What follows belongs to an exercise in optimizing a design on an open flow for small area; a production flow would make more cautious choices.
Only the layout flow was run in this run; the RTL was not checked for function there.
Power is estimated from default activity; no workload was simulated.

## flow/run.sh

```bash
#!/bin/bash
# synth_recipe.tcl (not shown) runs the flow's synth.tcl, then flattens the netlist and writes it again
# the make line also repeats each setting of config.mk as NAME=value (left out here)
make -C /OpenROAD-flow-scripts/flow DESIGN_CONFIG=/design/flow/config.mk WORK_HOME=/design/flow/orfs CLKGATE_MAP_FILE= SYNTH_SCRIPT=/design/flow/synth_recipe.tcl finish
```

## flow/config.mk

```make
export PLATFORM = sky130hd
export DESIGN_NAME = Sobel
export DESIGN_NICKNAME = Sobel
export VERILOG_FILES = /design/flow/design.v
export SDC_FILE = /design/flow/constraint.sdc
export NUM_CORES = 4
export LEC_CHECK = 0
export CAP_MARGIN = 20
export CORE_MARGIN = 2
export CORE_UTILIZATION = 60
export CTS_BUF_LIST = sky130_fd_sc_hd__clkbuf_8
export CTS_CLUSTER_DIAMETER = 50
export CTS_CLUSTER_SIZE = 20
export SLEW_MARGIN = 20
```

## flow/constraint.sdc

```tcl
create_clock -name core_clock -period 8.0 [get_ports {InVideoClk}]
set_input_delay 1.6000 -clock core_clock [delete_from_list [all_inputs] [get_ports {InVideoClk}]]
set_output_delay 1.6000 -clock core_clock [all_outputs]
set_load 0.01 [all_outputs]
```

## flow/design.v

```verilog
module PluseDection(
    input   clk     ,
    input   in_sig  ,
    output  pos_sig
);
reg in_sig_r;
always @(posedge clk)
    in_sig_r <= in_sig;
assign pos_sig = in_sig & ~in_sig_r;
endmodule
module LineBuf
#(
    parameter       IMAGE_W         =   128
)
(
    input  wire                         InClk            ,
    input  wire                         InEn             ,
    input  wire [7:0]                   InData           ,
    output wire [7:0]                   OutData
);
reg             [8*IMAGE_W-1:0]         rShift               ;
always@(posedge InClk)
begin
    if(InEn)
        rShift<={rShift[8*IMAGE_W-9:0],InData};
end
assign OutData=rShift[8*IMAGE_W-1 -:8];
endmodule
module Matrix
#(
    parameter       IMAGE_W         =   128
)
(
    input  wire                         InClk       ,
    input  wire                         InClr       ,
    input  wire                         InDe        ,
    input  wire [7:0]                   InData      ,
    output wire [7:0]                   OutP2       ,    
    output wire [7:0]                   OutP1       ,    
    output wire [7:0]                   OutP0       ,    
    output wire [9:0]                   OutV        ,    
    output wire [8:0]                   OutH        ,    
    output reg  [9:0]                   OutV2       ,    
    output reg  [8:0]                   OutH1       ,    
    output reg  [8:0]                   OutH2       ,    
    output reg                          OutDe            
);
reg                             rRowOk      ;    
reg             [9:0]           rV1         ;
wire            [7:0]           BufLine1    ;
wire            [7:0]           BufLine2    ;
always@(posedge InClk)
begin
    if(InClr)
        rRowOk<=1'b0;
    else if(OutDe&&!InDe)
        rRowOk<=1'b1;
end
assign OutP0 = InDe           ? InData   : 8'd0;
assign OutP1 = (InDe&&rRowOk) ? BufLine1 : 8'd0;
assign OutP2 = (InDe&&rRowOk) ? BufLine2 : 8'd0;
LineBuf #(.IMAGE_W(IMAGE_W)) u0_LineBuf
(
    .InClk      (InClk      ),
    .InEn       (InDe       ),
    .InData     (InData     ),
    .OutData    (BufLine1   )
);
LineBuf #(.IMAGE_W(IMAGE_W)) u1_LineBuf
(
    .InClk      (InClk      ),
    .InEn       (InDe       ),
    .InData     (OutP1      ),
    .OutData    (BufLine2   )
);
function [11:0] Add;
    input [11:0] a;
    input [11:0] b;
    input        cin;
    reg          c;
    integer      i;
    begin
        c = cin;
        for(i=0;i<12;i=i+1)
        begin
            Add[i] = a[i]^b[i]^c;
            c      = (a[i]&b[i])|(c&(a[i]^b[i]));
        end
    end
endfunction
wire [11:0]         T  = Add({4'd0,OutP2},{3'd0,OutP1,1'b0},1'b0);     
wire [11:0]         VA = Add(T,{4'd0,OutP0},1'b0);                       
wire [11:0]         HA = Add({4'd0,OutP2},~{4'd0,OutP0},1'b1);           
assign OutV = VA[9:0];
assign OutH = HA[8:0];
always@(posedge InClk)
begin
    rV1   <= OutV;
    OutV2 <= rV1;
    OutH1 <= OutH;
    OutH2 <= OutH1;
    OutDe <= InDe;
end
endmodule
module CalCore
(
    input                       InClk       ,
    input       [9:0]           InV         ,
    input       [8:0]           InH         ,
    input       [9:0]           InV2        ,
    input       [8:0]           InH1        ,
    input       [8:0]           InH2        ,
    output reg  [7:0]           OutAbsX     ,
    output reg  [7:0]           OutAbsY     ,
    output reg                  OutSat
);
function [10:0] Add;
    input [10:0] a;
    input [10:0] b;
    input        cin;
    reg          c;
    integer      i;
    begin
        c = cin;
        for(i=0;i<11;i=i+1)
        begin
            Add[i] = a[i]^b[i]^c;
            c      = (a[i]&b[i])|(c&(a[i]^b[i]));
        end
    end
endfunction
wire [10:0]         Gx = Add({1'b0,InV},~{1'b0,InV2},1'b1);
wire [10:0]         W  = Add({{2{InH2[8]}},InH2},{InH1[8],InH1,1'b0},1'b0);
wire [10:0]         Gy = Add(W,{{2{InH[8]}},InH},1'b0);
wire [9:0]          Ax = Gx[9:0] ^ {10{Gx[10]}};
wire [9:0]          Ay = Gy[9:0] ^ {10{Gy[10]}};
always@(posedge InClk)
begin
    OutAbsX <= Ax[7:0];
    OutAbsY <= Ay[7:0];
    OutSat  <= |{Ax[9:8],Ay[9:8]};
end
endmodule
module SquareRoot
(
    input                       InClk       ,
    input       [7:0]           InAbsX      ,
    input       [7:0]           InAbsY      ,
    input                       InSat       ,
    output      [7:0]           OutData
);
wire pp1 = InAbsX[0] & InAbsX[1];
wire pp2 = InAbsX[0] & InAbsX[2];
wire pp3 = InAbsX[0] & InAbsX[3];
wire pp4 = InAbsX[0] & InAbsX[4];
wire pp5 = InAbsX[0] & InAbsX[5];
wire pp6 = InAbsX[0] & InAbsX[6];
wire pp7 = InAbsX[0] & InAbsX[7];
wire pp8 = InAbsX[1] & InAbsX[2];
wire pp9 = InAbsX[1] & InAbsX[3];
wire pp10 = InAbsX[1] & InAbsX[4];
wire pp11 = InAbsX[1] & InAbsX[5];
wire pp12 = InAbsX[1] & InAbsX[6];
wire pp13 = InAbsX[1] & InAbsX[7];
wire pp14 = InAbsX[2] & InAbsX[3];
wire pp15 = InAbsX[2] & InAbsX[4];
wire pp16 = InAbsX[2] & InAbsX[5];
wire pp17 = InAbsX[2] & InAbsX[6];
wire pp18 = InAbsX[2] & InAbsX[7];
wire pp19 = InAbsX[3] & InAbsX[4];
wire pp20 = InAbsX[3] & InAbsX[5];
wire pp21 = InAbsX[3] & InAbsX[6];
wire pp22 = InAbsX[3] & InAbsX[7];
wire pp23 = InAbsX[4] & InAbsX[5];
wire pp24 = InAbsX[4] & InAbsX[6];
wire pp25 = InAbsX[4] & InAbsX[7];
wire pp26 = InAbsX[5] & InAbsX[6];
wire pp27 = InAbsX[5] & InAbsX[7];
wire pp28 = InAbsX[6] & InAbsX[7];
wire pp29 = InAbsY[0] & InAbsY[1];
wire pp30 = InAbsY[0] & InAbsY[2];
wire pp31 = InAbsY[0] & InAbsY[3];
wire pp32 = InAbsY[0] & InAbsY[4];
wire pp33 = InAbsY[0] & InAbsY[5];
wire pp34 = InAbsY[0] & InAbsY[6];
wire pp35 = InAbsY[0] & InAbsY[7];
wire pp36 = InAbsY[1] & InAbsY[2];
wire pp37 = InAbsY[1] & InAbsY[3];
wire pp38 = InAbsY[1] & InAbsY[4];
wire pp39 = InAbsY[1] & InAbsY[5];
wire pp40 = InAbsY[1] & InAbsY[6];
wire pp41 = InAbsY[1] & InAbsY[7];
wire pp42 = InAbsY[2] & InAbsY[3];
wire pp43 = InAbsY[2] & InAbsY[4];
wire pp44 = InAbsY[2] & InAbsY[5];
wire pp45 = InAbsY[2] & InAbsY[6];
wire pp46 = InAbsY[2] & InAbsY[7];
wire pp47 = InAbsY[3] & InAbsY[4];
wire pp48 = InAbsY[3] & InAbsY[5];
wire pp49 = InAbsY[3] & InAbsY[6];
wire pp50 = InAbsY[3] & InAbsY[7];
wire pp51 = InAbsY[4] & InAbsY[5];
wire pp52 = InAbsY[4] & InAbsY[6];
wire pp53 = InAbsY[4] & InAbsY[7];
wire pp54 = InAbsY[5] & InAbsY[6];
wire pp55 = InAbsY[5] & InAbsY[7];
wire pp56 = InAbsY[6] & InAbsY[7];
wire hs57 = pp7 ^ pp12;
wire hc58 = pp7 & pp12;
wire fs59 = pp5 ^ pp10 ^ pp14;
wire fc60 = (pp5 & pp10) | (pp5 & pp14) | (pp10 & pp14);
wire hs61 = pp6 ^ pp11;
wire hc62 = pp6 & pp11;
wire fs63 = pp16 ^ pp19 ^ InAbsX[4];
wire fc64 = (pp16 & pp19) | (pp16 & InAbsX[4]) | (pp19 & InAbsX[4]);
wire fs65 = pp35 ^ pp40 ^ pp44;
wire fc66 = (pp35 & pp40) | (pp35 & pp44) | (pp40 & pp44);
wire fs67 = pp13 ^ pp17 ^ pp20;
wire fc68 = (pp13 & pp17) | (pp13 & pp20) | (pp17 & pp20);
wire hs69 = pp41 ^ pp45;
wire hc70 = pp41 & pp45;
wire fs71 = pp18 ^ pp21 ^ pp23;
wire fc72 = (pp18 & pp21) | (pp18 & pp23) | (pp21 & pp23);
wire fs73 = InAbsX[5] ^ pp46 ^ pp49;
wire fc74 = (InAbsX[5] & pp46) | (InAbsX[5] & pp49) | (pp46 & pp49);
wire fs75 = pp3 ^ pp8 ^ InAbsX[2];
wire fc76 = (pp3 & pp8) | (pp3 & InAbsX[2]) | (pp8 & InAbsX[2]);
wire hs77 = pp4 ^ pp9;
wire hc78 = pp4 & pp9;
wire fs79 = InAbsX[3] ^ pp33 ^ pp38;
wire fc80 = (InAbsX[3] & pp33) | (InAbsX[3] & pp38) | (pp33 & pp38);
wire hs81 = pp42 ^ InAbsY[3];
wire hc82 = pp42 & InAbsY[3];
wire fs83 = pp15 ^ pp34 ^ pp39;
wire fc84 = (pp15 & pp34) | (pp15 & pp39) | (pp34 & pp39);
wire fs85 = pp43 ^ hs61 ^ fc60;
wire fc86 = (pp43 & hs61) | (pp43 & fc60) | (hs61 & fc60);
wire fs87 = pp47 ^ InAbsY[4] ^ hs57;
wire fc88 = (pp47 & InAbsY[4]) | (pp47 & hs57) | (InAbsY[4] & hs57);
wire fs89 = fs63 ^ fs65 ^ hc62;
wire fc90 = (fs63 & fs65) | (fs63 & hc62) | (fs65 & hc62);
wire fs91 = pp48 ^ hc58 ^ fs67;
wire fc92 = (pp48 & hc58) | (pp48 & fs67) | (hc58 & fs67);
wire fs93 = hs69 ^ fc64 ^ fc66;
wire fc94 = (hs69 & fc64) | (hs69 & fc66) | (fc64 & fc66);
wire fs95 = pp51 ^ InAbsY[5] ^ fs71;
wire fc96 = (pp51 & InAbsY[5]) | (pp51 & fs71) | (InAbsY[5] & fs71);
wire fs97 = fs73 ^ fc68 ^ hc70;
wire fc98 = (fs73 & fc68) | (fs73 & hc70) | (fc68 & hc70);
wire fs99 = pp22 ^ pp24 ^ pp50;
wire fc100 = (pp22 & pp24) | (pp22 & pp50) | (pp24 & pp50);
wire fs101 = pp52 ^ fc72 ^ fc74;
wire fc102 = (pp52 & fc72) | (pp52 & fc74) | (fc72 & fc74);
wire fs103 = pp25 ^ pp26 ^ InAbsX[6];
wire fc104 = (pp25 & pp26) | (pp25 & InAbsX[6]) | (pp26 & InAbsX[6]);
wire fs105 = pp53 ^ pp54 ^ InAbsY[6];
wire fc106 = (pp53 & pp54) | (pp53 & InAbsY[6]) | (pp54 & InAbsY[6]);
wire hs107 = pp1 ^ InAbsX[1];
wire hc108 = pp1 & InAbsX[1];
wire hs109 = pp31 ^ pp36;
wire hc110 = pp31 & pp36;
wire fs111 = pp32 ^ pp37 ^ hs77;
wire fc112 = (pp32 & pp37) | (pp32 & hs77) | (pp37 & hs77);
wire fs113 = fs59 ^ fs79 ^ hs81;
wire fc114 = (fs59 & fs79) | (fs59 & hs81) | (fs79 & hs81);
wire fs115 = fs83 ^ fs85 ^ fc80;
wire fc116 = (fs83 & fs85) | (fs83 & fc80) | (fs85 & fc80);
wire fs117 = fs87 ^ fs89 ^ fc84;
wire fc118 = (fs87 & fs89) | (fs87 & fc84) | (fs89 & fc84);
wire fs119 = fs91 ^ fs93 ^ fc88;
wire fc120 = (fs91 & fs93) | (fs91 & fc88) | (fs93 & fc88);
wire fs121 = fs95 ^ fs97 ^ fc92;
wire fc122 = (fs95 & fs97) | (fs95 & fc92) | (fs97 & fc92);
wire fs123 = fs99 ^ fs101 ^ fc96;
wire fc124 = (fs99 & fs101) | (fs99 & fc96) | (fs101 & fc96);
wire fs125 = fs103 ^ fs105 ^ fc100;
wire fc126 = (fs103 & fs105) | (fs103 & fc100) | (fs105 & fc100);
wire fs127 = pp27 ^ pp55 ^ fc104;
wire fc128 = (pp27 & pp55) | (pp27 & fc104) | (pp55 & fc104);
wire fs129 = pp28 ^ InAbsX[7] ^ pp56;
wire fc130 = (pp28 & InAbsX[7]) | (pp28 & pp56) | (InAbsX[7] & pp56);
wire hs131 = pp29 ^ InAbsY[1];
wire hc132 = pp29 & InAbsY[1];
wire fs133 = pp2 ^ pp30 ^ hc108;
wire fc134 = (pp2 & pp30) | (pp2 & hc108) | (pp30 & hc108);
wire fs135 = InAbsY[2] ^ fs75 ^ hs109;
wire fc136 = (InAbsY[2] & fs75) | (InAbsY[2] & hs109) | (fs75 & hs109);
wire fs137 = fc76 ^ fs111 ^ hc110;
wire fc138 = (fc76 & fs111) | (fc76 & hc110) | (fs111 & hc110);
wire fs139 = hc78 ^ fs113 ^ fc112;
wire fc140 = (hc78 & fs113) | (hc78 & fc112) | (fs113 & fc112);
wire fs141 = hc82 ^ fs115 ^ fc114;
wire fc142 = (hc82 & fs115) | (hc82 & fc114) | (fs115 & fc114);
wire fs143 = fc86 ^ fs117 ^ fc116;
wire fc144 = (fc86 & fs117) | (fc86 & fc116) | (fs117 & fc116);
wire fs145 = fc90 ^ fs119 ^ fc118;
wire fc146 = (fc90 & fs119) | (fc90 & fc118) | (fs119 & fc118);
wire fs147 = fc94 ^ fs121 ^ fc120;
wire fc148 = (fc94 & fs121) | (fc94 & fc120) | (fs121 & fc120);
wire fs149 = fc98 ^ fs123 ^ fc122;
wire fc150 = (fc98 & fs123) | (fc98 & fc122) | (fs123 & fc122);
wire fs151 = fc102 ^ fs125 ^ fc124;
wire fc152 = (fc102 & fs125) | (fc102 & fc124) | (fs125 & fc124);
wire fs153 = fc106 ^ fs127 ^ fc126;
wire fc154 = (fc106 & fs127) | (fc106 & fc126) | (fs127 & fc126);
wire fs155 = InAbsY[7] ^ fs129 ^ fc128;
wire fc156 = (InAbsY[7] & fs129) | (InAbsY[7] & fc128) | (fs129 & fc128);
wire [16:0] RowA = {1'b0,fc130,fs155,fs153,fs151,fs149,fs147,fs145,fs143,fs141,fs139,fs137,fs135,fs133,hs107,1'b0,InAbsX[0]};
wire [16:0] RowB = {1'b0,fc156,fc154,fc152,fc150,fc148,fc146,fc144,fc142,fc140,fc138,fc136,fc134,hc132,hs131,1'b0,InAbsY[0]};
wire [16:0] Sum = RowA + RowB;
wire [2:0] Part157 = {1'b0,Sum[15:0][15:14]};
wire [1:0] Trial158 = 2'b01;
wire [2:0] Diff159;
assign Diff159[0] = Part157[0] ^ ~Trial158[0] ^ 1'b1;
wire bc160 = (Part157[0] & ~Trial158[0]) | (1'b1 & (Part157[0] ^ ~Trial158[0]));
assign Diff159[1] = Part157[1] ^ ~Trial158[1] ^ bc160;
wire bc161 = (Part157[1] & ~Trial158[1]) | (bc160 & (Part157[1] ^ ~Trial158[1]));
assign Diff159[2] = Part157[2] ^ 1'b1 ^ bc161;
wire Ge162 = ~Diff159[2];
wire [1:0] Rem163 = Ge162 ? Diff159[1:0] : Part157[1:0];
wire [0:0] Root164 = Ge162;
wire [13:0] Rad165 = Sum[15:0][13:0];
reg [13:0] rS1_Rad; 
reg [1:0] rS1_Rem;
reg [0:0] rS1_Root;
reg rS1_Sat;
always@(posedge InClk)
begin
    rS1_Rad <= Rad165;
    rS1_Rem <= Rem163;
    rS1_Root <= Root164;
    rS1_Sat <= (InSat | Sum[16]);
end
wire [3:0] Part166 = {rS1_Rem,rS1_Rad[13:12]};
wire [2:0] Trial167 = {rS1_Root,2'b01};
wire [3:0] Diff168;
assign Diff168[0] = Part166[0] ^ ~Trial167[0] ^ 1'b1;
wire bc169 = (Part166[0] & ~Trial167[0]) | (1'b1 & (Part166[0] ^ ~Trial167[0]));
assign Diff168[1] = Part166[1] ^ ~Trial167[1] ^ bc169;
wire bc170 = (Part166[1] & ~Trial167[1]) | (bc169 & (Part166[1] ^ ~Trial167[1]));
assign Diff168[2] = Part166[2] ^ ~Trial167[2] ^ bc170;
wire bc171 = (Part166[2] & ~Trial167[2]) | (bc170 & (Part166[2] ^ ~Trial167[2]));
assign Diff168[3] = Part166[3] ^ 1'b1 ^ bc171;
wire Ge172 = ~Diff168[3];
wire [2:0] Rem173 = Ge172 ? Diff168[2:0] : Part166[2:0];
wire [1:0] Root174 = {rS1_Root,Ge172};
wire [11:0] Rad175 = rS1_Rad[11:0];
wire [4:0] Part176 = {Rem173,Rad175[11:10]};
wire [3:0] Trial177 = {Root174,2'b01};
wire [4:0] Diff178;
assign Diff178[0] = Part176[0] ^ ~Trial177[0] ^ 1'b1;
wire bc179 = (Part176[0] & ~Trial177[0]) | (1'b1 & (Part176[0] ^ ~Trial177[0]));
assign Diff178[1] = Part176[1] ^ ~Trial177[1] ^ bc179;
wire bc180 = (Part176[1] & ~Trial177[1]) | (bc179 & (Part176[1] ^ ~Trial177[1]));
assign Diff178[2] = Part176[2] ^ ~Trial177[2] ^ bc180;
wire bc181 = (Part176[2] & ~Trial177[2]) | (bc180 & (Part176[2] ^ ~Trial177[2]));
assign Diff178[3] = Part176[3] ^ ~Trial177[3] ^ bc181;
wire bc182 = (Part176[3] & ~Trial177[3]) | (bc181 & (Part176[3] ^ ~Trial177[3]));
assign Diff178[4] = Part176[4] ^ 1'b1 ^ bc182;
wire Ge183 = ~Diff178[4];
wire [3:0] Rem184 = Ge183 ? Diff178[3:0] : Part176[3:0];
wire [2:0] Root185 = {Root174,Ge183};
wire [9:0] Rad186 = Rad175[9:0];
wire [5:0] Part187 = {Rem184,Rad186[9:8]};
wire [4:0] Trial188 = {Root185,2'b01};
wire [5:0] Diff189;
assign Diff189[0] = Part187[0] ^ ~Trial188[0] ^ 1'b1;
wire bc190 = (Part187[0] & ~Trial188[0]) | (1'b1 & (Part187[0] ^ ~Trial188[0]));
assign Diff189[1] = Part187[1] ^ ~Trial188[1] ^ bc190;
wire bc191 = (Part187[1] & ~Trial188[1]) | (bc190 & (Part187[1] ^ ~Trial188[1]));
assign Diff189[2] = Part187[2] ^ ~Trial188[2] ^ bc191;
wire bc192 = (Part187[2] & ~Trial188[2]) | (bc191 & (Part187[2] ^ ~Trial188[2]));
assign Diff189[3] = Part187[3] ^ ~Trial188[3] ^ bc192;
wire bc193 = (Part187[3] & ~Trial188[3]) | (bc192 & (Part187[3] ^ ~Trial188[3]));
assign Diff189[4] = Part187[4] ^ ~Trial188[4] ^ bc193;
wire bc194 = (Part187[4] & ~Trial188[4]) | (bc193 & (Part187[4] ^ ~Trial188[4]));
assign Diff189[5] = Part187[5] ^ 1'b1 ^ bc194;
wire Ge195 = ~Diff189[5];
wire [4:0] Rem196 = Ge195 ? Diff189[4:0] : Part187[4:0];
wire [3:0] Root197 = {Root185,Ge195};
wire [7:0] Rad198 = Rad186[7:0];
wire [6:0] Part199 = {Rem196,Rad198[7:6]};
wire [5:0] Trial200 = {Root197,2'b01};
wire [6:0] Diff201;
assign Diff201[0] = Part199[0] ^ ~Trial200[0] ^ 1'b1;
wire bc202 = (Part199[0] & ~Trial200[0]) | (1'b1 & (Part199[0] ^ ~Trial200[0]));
assign Diff201[1] = Part199[1] ^ ~Trial200[1] ^ bc202;
wire bc203 = (Part199[1] & ~Trial200[1]) | (bc202 & (Part199[1] ^ ~Trial200[1]));
assign Diff201[2] = Part199[2] ^ ~Trial200[2] ^ bc203;
wire bc204 = (Part199[2] & ~Trial200[2]) | (bc203 & (Part199[2] ^ ~Trial200[2]));
assign Diff201[3] = Part199[3] ^ ~Trial200[3] ^ bc204;
wire bc205 = (Part199[3] & ~Trial200[3]) | (bc204 & (Part199[3] ^ ~Trial200[3]));
assign Diff201[4] = Part199[4] ^ ~Trial200[4] ^ bc205;
wire bc206 = (Part199[4] & ~Trial200[4]) | (bc205 & (Part199[4] ^ ~Trial200[4]));
assign Diff201[5] = Part199[5] ^ ~Trial200[5] ^ bc206;
wire bc207 = (Part199[5] & ~Trial200[5]) | (bc206 & (Part199[5] ^ ~Trial200[5]));
assign Diff201[6] = Part199[6] ^ 1'b1 ^ bc207;
wire Ge208 = ~Diff201[6];
wire [5:0] Rem209 = Ge208 ? Diff201[5:0] : Part199[5:0];
wire [4:0] Root210 = {Root197,Ge208};
wire [5:0] Rad211 = Rad198[5:0];
reg [5:0] rS5_Rad; 
reg [5:0] rS5_Rem;
reg [4:0] rS5_Root;
reg rS5_Sat;
always@(posedge InClk)
begin
    rS5_Rad <= Rad211;
    rS5_Rem <= Rem209;
    rS5_Root <= Root210;
    rS5_Sat <= rS1_Sat;
end
wire [7:0] Part212 = {rS5_Rem,rS5_Rad[5:4]};
wire [6:0] Trial213 = {rS5_Root,2'b01};
wire [7:0] Diff214;
assign Diff214[0] = Part212[0] ^ ~Trial213[0] ^ 1'b1;
wire bc215 = (Part212[0] & ~Trial213[0]) | (1'b1 & (Part212[0] ^ ~Trial213[0]));
assign Diff214[1] = Part212[1] ^ ~Trial213[1] ^ bc215;
wire bc216 = (Part212[1] & ~Trial213[1]) | (bc215 & (Part212[1] ^ ~Trial213[1]));
assign Diff214[2] = Part212[2] ^ ~Trial213[2] ^ bc216;
wire bc217 = (Part212[2] & ~Trial213[2]) | (bc216 & (Part212[2] ^ ~Trial213[2]));
assign Diff214[3] = Part212[3] ^ ~Trial213[3] ^ bc217;
wire bc218 = (Part212[3] & ~Trial213[3]) | (bc217 & (Part212[3] ^ ~Trial213[3]));
assign Diff214[4] = Part212[4] ^ ~Trial213[4] ^ bc218;
wire bc219 = (Part212[4] & ~Trial213[4]) | (bc218 & (Part212[4] ^ ~Trial213[4]));
assign Diff214[5] = Part212[5] ^ ~Trial213[5] ^ bc219;
wire bc220 = (Part212[5] & ~Trial213[5]) | (bc219 & (Part212[5] ^ ~Trial213[5]));
assign Diff214[6] = Part212[6] ^ ~Trial213[6] ^ bc220;
wire bc221 = (Part212[6] & ~Trial213[6]) | (bc220 & (Part212[6] ^ ~Trial213[6]));
assign Diff214[7] = Part212[7] ^ 1'b1 ^ bc221;
wire Ge222 = ~Diff214[7];
wire [6:0] Rem223 = Ge222 ? Diff214[6:0] : Part212[6:0];
wire [5:0] Root224 = {rS5_Root,Ge222};
wire [3:0] Rad225 = rS5_Rad[3:0];
wire [8:0] Part226 = {Rem223,Rad225[3:2]};
wire [7:0] Trial227 = {Root224,2'b01};
wire [8:0] Diff228;
assign Diff228[0] = Part226[0] ^ ~Trial227[0] ^ 1'b1;
wire bc229 = (Part226[0] & ~Trial227[0]) | (1'b1 & (Part226[0] ^ ~Trial227[0]));
assign Diff228[1] = Part226[1] ^ ~Trial227[1] ^ bc229;
wire bc230 = (Part226[1] & ~Trial227[1]) | (bc229 & (Part226[1] ^ ~Trial227[1]));
assign Diff228[2] = Part226[2] ^ ~Trial227[2] ^ bc230;
wire bc231 = (Part226[2] & ~Trial227[2]) | (bc230 & (Part226[2] ^ ~Trial227[2]));
assign Diff228[3] = Part226[3] ^ ~Trial227[3] ^ bc231;
wire bc232 = (Part226[3] & ~Trial227[3]) | (bc231 & (Part226[3] ^ ~Trial227[3]));
assign Diff228[4] = Part226[4] ^ ~Trial227[4] ^ bc232;
wire bc233 = (Part226[4] & ~Trial227[4]) | (bc232 & (Part226[4] ^ ~Trial227[4]));
assign Diff228[5] = Part226[5] ^ ~Trial227[5] ^ bc233;
wire bc234 = (Part226[5] & ~Trial227[5]) | (bc233 & (Part226[5] ^ ~Trial227[5]));
assign Diff228[6] = Part226[6] ^ ~Trial227[6] ^ bc234;
wire bc235 = (Part226[6] & ~Trial227[6]) | (bc234 & (Part226[6] ^ ~Trial227[6]));
assign Diff228[7] = Part226[7] ^ ~Trial227[7] ^ bc235;
wire bc236 = (Part226[7] & ~Trial227[7]) | (bc235 & (Part226[7] ^ ~Trial227[7]));
assign Diff228[8] = Part226[8] ^ 1'b1 ^ bc236;
wire Ge237 = ~Diff228[8];
wire [7:0] Rem238 = Ge237 ? Diff228[7:0] : Part226[7:0];
wire [6:0] Root239 = {Root224,Ge237};
wire [1:0] Rad240 = Rad225[1:0];
wire [9:0] Part241 = {Rem238,Rad240[1:0]};
wire [8:0] Trial242 = {Root239,2'b01};
wire [9:0] Diff243;
assign Diff243[0] = Part241[0] ^ ~Trial242[0] ^ 1'b1;
wire bc244 = (Part241[0] & ~Trial242[0]) | (1'b1 & (Part241[0] ^ ~Trial242[0]));
assign Diff243[1] = Part241[1] ^ ~Trial242[1] ^ bc244;
wire bc245 = (Part241[1] & ~Trial242[1]) | (bc244 & (Part241[1] ^ ~Trial242[1]));
assign Diff243[2] = Part241[2] ^ ~Trial242[2] ^ bc245;
wire bc246 = (Part241[2] & ~Trial242[2]) | (bc245 & (Part241[2] ^ ~Trial242[2]));
assign Diff243[3] = Part241[3] ^ ~Trial242[3] ^ bc246;
wire bc247 = (Part241[3] & ~Trial242[3]) | (bc246 & (Part241[3] ^ ~Trial242[3]));
assign Diff243[4] = Part241[4] ^ ~Trial242[4] ^ bc247;
wire bc248 = (Part241[4] & ~Trial242[4]) | (bc247 & (Part241[4] ^ ~Trial242[4]));
assign Diff243[5] = Part241[5] ^ ~Trial242[5] ^ bc248;
wire bc249 = (Part241[5] & ~Trial242[5]) | (bc248 & (Part241[5] ^ ~Trial242[5]));
assign Diff243[6] = Part241[6] ^ ~Trial242[6] ^ bc249;
wire bc250 = (Part241[6] & ~Trial242[6]) | (bc249 & (Part241[6] ^ ~Trial242[6]));
assign Diff243[7] = Part241[7] ^ ~Trial242[7] ^ bc250;
wire bc251 = (Part241[7] & ~Trial242[7]) | (bc250 & (Part241[7] ^ ~Trial242[7]));
assign Diff243[8] = Part241[8] ^ ~Trial242[8] ^ bc251;
wire bc252 = (Part241[8] & ~Trial242[8]) | (bc251 & (Part241[8] ^ ~Trial242[8]));
assign Diff243[9] = Part241[9] ^ 1'b1 ^ bc252;
wire Ge253 = ~Diff243[9];
wire [7:0] Root254 = {Root239,Ge253};
assign OutData = rS5_Sat ? 8'hff : Root254;
endmodule
module Sobel
#(
    parameter IMAGE_W   =   128  ,
    parameter IMAGE_H   =   480  ,
    parameter IMAGE_DW  =   8
)
(
    input                           InVideoClk  ,
    input                           InVideoVs   ,
    input                           InVideoDe   ,
    input   [IMAGE_DW -1 :0]        InVideoData ,
    output                          OutVideoVs  ,
    output                          OutVideoDe  ,
    output  [IMAGE_DW -1 :0]        OutVideoData
);
wire                PosVs       ;
wire    [9:0]       V           ;
wire    [8:0]       H           ;
wire    [9:0]       V2          ;
wire    [8:0]       H1          ;
wire    [8:0]       H2          ;
wire                De1         ;
wire    [7:0]       AbsX        ;
wire    [7:0]       AbsY        ;
wire                Sat         ;
reg     [1:0]       rDe         ;
PluseDection PluseDection
(
    .clk        (InVideoClk ),
    .in_sig     (InVideoVs  ),
    .pos_sig    (PosVs      )
);
Matrix #(.IMAGE_W(IMAGE_W)) u_Matrix
(
    .InClk      (InVideoClk ),
    .InClr      (PosVs      ),
    .InDe       (InVideoDe  ),
    .InData     (InVideoData),
    .OutP2      (           ),
    .OutP1      (           ),
    .OutP0      (           ),
    .OutV       (V          ),
    .OutH       (H          ),
    .OutV2      (V2         ),
    .OutH1      (H1         ),
    .OutH2      (H2         ),
    .OutDe      (De1        )
);
CalCore u_CalCore
(
    .InClk      (InVideoClk ),
    .InV        (V          ),
    .InH        (H          ),
    .InV2       (V2         ),
    .InH1       (H1         ),
    .InH2       (H2         ),
    .OutAbsX    (AbsX       ),
    .OutAbsY    (AbsY       ),
    .OutSat     (Sat        )
);
SquareRoot u_SquareRoot
(
    .InClk      (InVideoClk ),
    .InAbsX     (AbsX       ),
    .InAbsY     (AbsY       ),
    .InSat      (Sat        ),
    .OutData    (OutVideoData)
);
always@(posedge InVideoClk)
begin
    rDe <= {rDe[0],De1};
end
assign OutVideoVs = InVideoVs;
assign OutVideoDe = rDe[1];
endmodule
```

==> results.cfg <==
[run_status]
status = failed layout checks
so_faults = negative setup slack

[global_routing]
grt_pass1_vias = 23262
overflow = 0
grt_pass1_wl_mm = 130
grt_antenna_before_repair = 1
grt_max_degree = 216
grt.total_usage_pct = 14.2

[detailed_routing]
drc_errors = 0
via_per_inst = 5.19
wire_per_inst_um = 18.1
ant_nets = 0
top_layer = met4
drtIter0Drc = 2262
wl_met1_mm = 42.9
vias = 23398
wl_met2_mm = 33.6
wl_met3_mm = 2.82
firstDrtPassIters = 5
routed_wl_mm = 81.6

[power]
leakage_nw = 25.4
p_per_area_nw_per_um2 = 375
max-vdd-ir-drop_mv = 0.678
total_power_mw = 27.7

[placed_design]
place.port_buffers = 20
pre_cts_slack_ns = -0.617
finalWeightedCongestion = 0.735
dp_hpwl_mm = 38.9
place_area_um2 = 70800

[floorplan]
ios = 21
core_um2 = 113000
initial_core_util_pct = 60.6
die_area_um2 = 117000
die_y_um = 342
die_w_um = 342
fp-row-count = 123

[layout]
fin_util_pct = 65.6
postLayoutCellArea_um2 = 74000
layout-drive-gt1-share_pct = 10.6
layout_commonest_cell = edfxtp_1
mostFrequentLayoutCells = edfxtp_1, clkbuf_8, inv_1, dfxtp_1, fa_1
syn2layout_area_growth_pct = 8.25
nets = 3060

[synthesis]
syn_inst = 2705
synth-seq-area-share_pct = 92.7
synth_top_flop_cell = edfxtp_1
synth-warning-count = 6
syn_area_um2 = 68400
async_flop_share_pct = 0
ys_ff_latch = 2144
synth_edf_count = 2048
ys_types = 54
syn_area_per_cell_um2 = 25.3
syn-num-nets = 2859

[setup_path]
crit_path_start_kind = register
endpoint_kind = primary output
crit_fanout = 5
path_class = register to primary output
cp.arrival_ns = 6.81
crit_required_ns = 6.40

[timing]
min_period_over_period_pct = 105
finalHoldViolCount = 0
slew_viol_final = 0
setup_ws_ns = -0.411
setup_violations = 1
fmax_ghz = 0.119
worst_pin_slew_ns = 1.06
slew_headroom_pct = 29.4
rsz0062_at_grt = true
finalCriticalPeriod_ns = 8.41
clock_skew_ns = 0.0414

[clock_network]
cts_sinks = 2144
htreeDepth = 4
clk_latency_ns = 0.84
cts_buffers = 148
cts_tree = done
clockBufferDepth = 3
clock-root-buffer = clkbuf_8
clk_pin_slew_ns = 0.10
cts-hold-fix-buffers = 0

[flow_run]
maxCapViolCount = 0

[hold_path]
min_path_type = register to register
==> final timing paths <==
check                                         startpoint                       to  slack [ns]  cells after the start
worst max-delay path             u_SquareRoot.rS5_Rad[5]          OutVideoData[0]       -0.41                     27
worst min-delay path                u_SquareRoot.rS1_Sat     u_SquareRoot.rS5_Sat        0.31                      0
worst max register to register  u_SquareRoot.rS1_Rad[12]  u_SquareRoot.rS5_Rem[3]        0.85                     25
worst min register to register      u_SquareRoot.rS1_Sat     u_SquareRoot.rS5_Sat        0.31                      0
==> stage by stage <==
step                      hold slack [ns]  setup TNS [ns]  cells
after global routing                0.304          -0.689   4504
after detailed placement            0.312          -0.617   4251
after global placement              0.310          -0.572   4251
after floorplan                     0.310               0   2705
after CTS                           0.299          -0.533   4499
final                               0.305          -0.411   4504
==> Yosys cell counts, types with 2 or more instances <==
master    number  area share, %
edfxtp_1    2048             90
inv_1        139           0.76
fa_1         101            3.0
dfxtp_1       96            2.8
and2_1        48           0.44
ha_1          42           0.77
nand2_1       35           0.19
xnor2_1       29           0.37
a21oi_1       22           0.16
xor2_1        14           0.18
o21ai_0       13          0.095
nor2_1        12          0.066
mux2i_1       11           0.16
nor2b_1       11           0.10
a21o_1         8          0.088
clkbuf_1       8          0.044
nand2b_1       7          0.064
or2_2          6          0.055
mux2_4         4          0.088
a31oi_1        3          0.027
and3_1         3          0.027
o21bai_1       3          0.033
o31ai_1        3          0.033
a211o_1        2          0.026
inv_2          2          0.011
mux2_2         2          0.033
nand4_1        2          0.018
o21a_1         2          0.022
o21ai_1        2          0.015
o221ai_1       2          0.026
xnor2_2        2          0.048
==> metal layers <==
metal / GRT usage [%] / vias up
met3: 2.79 / 166
li1: - / 10744
met4: 5.38 / 0
met5: 0 / -
met1: 23.7 / 12185
met2: 18.7 / 303
==> kinds of logic (layout without fill, tap and decap cells) <==
kind of cell | after synthesis | in the layout | share of synthesized area (%)
buf+inv | 151 | 449 | 0.834
compound gates | 71 | 71 | 0.675
simple gates | 132 | 132 | 1.07
mux | 18 | 18 | 0.315
flops | 2144 | 2144 | 92.7
other cells | 0 | 1 | 0
fa+ha+maj | 143 | 143 | 3.73
xor+xnor | 46 | 46 | 0.639
==> state kept, by name, indices dropped and copies added, names as in the netlist, 2 cells and up <==
signal,cells
u_Matrix.u0_LineBuf.rShift,1024
u_Matrix.u1_LineBuf.rShift,1024
u_SquareRoot.rS1_Rad,14
u_Matrix.OutV2,10
u_Matrix.rV1,10
u_Matrix.OutH1,9
u_Matrix.OutH2,9
u_CalCore.OutAbsX,8
u_CalCore.OutAbsY,8
u_SquareRoot.rS5_Rad,6
u_SquareRoot.rS5_Rem,6
u_SquareRoot.rS5_Root,5
rDe,2
u_SquareRoot.rS1_Rem,2
==> critical path, cell delays in order (launching register included) <==
cell and delay, ns:
dfxtp_2 0.34, inv_2 0.06, ha_4 0.12, inv_2 0.03
fa_2 0.34, fa_2 0.36, fa_2 0.35, fa_2 0.34
inv_2 0.07, fa_2 0.24, xor2_4 0.25, o21ai_2 0.09
fa_2 0.36, fa_2 0.36, fa_2 0.36, fa_2 0.35
inv_2 0.06, fa_2 0.20, xor2_2 0.19, buf_4 0.14
mux2i_1 0.19, ha_1 0.28, a21o_1 0.18, a21o_1 0.19
a21oi_2 0.14, a21oi_1 0.08, o21bai_1 0.15, buf_2 0.15
==> report_power, final <==
group          internal, mW  leakage [nW]  switching (mW)
Sequential             13.3          20.9           0.382
Clock                  2.27          1.56            3.31
Combinational          3.98          2.96            4.51
Total                  19.5          25.4            8.19
==> cell type report <==
type                    count  area (µm²)
inverters                 141         529
well taps                1500        1880
clock buffers             153        2110
repair buffers             61         627
diodes                      1        2.50
flip-flops and latches   2144       63400
multi-input cells         410        4490
fillers                  7138       38800
clock inverters            94         970
==> what timing repair did <==
action                                  in CTS  in global routing
endpoints found under the setup margin       2                  2
pin swaps                                   20                  5
gates resized for setup                     23                  3
hold endpoints to repair                     0                  0
buffers inserted                             1                  2

what the ideal ports hide:
The results above use ideal ports. As a check the final layout listed here was re-extracted and re-timed, cells and wires unchanged. Step 1 assumes that a clkbuf_16 drives the clock port and a buf_2 every other input. Step 2 also shifts input and output timing later by t, the mid clock arrival at the registers, as if the neighbouring blocks saw the same clock. Slacks: ideal / step 1 / step 2; pairs: ideal / step 1.
t (ns): 0.889
setup WS [ns]: -0.411 / -0.475 / 0.413
worst setup path at the end: register to output
cell pins on the clock port's net: 1
The setup slack of this run moves by -0.064 ns with the drivers and by +0.824 ns with both steps.
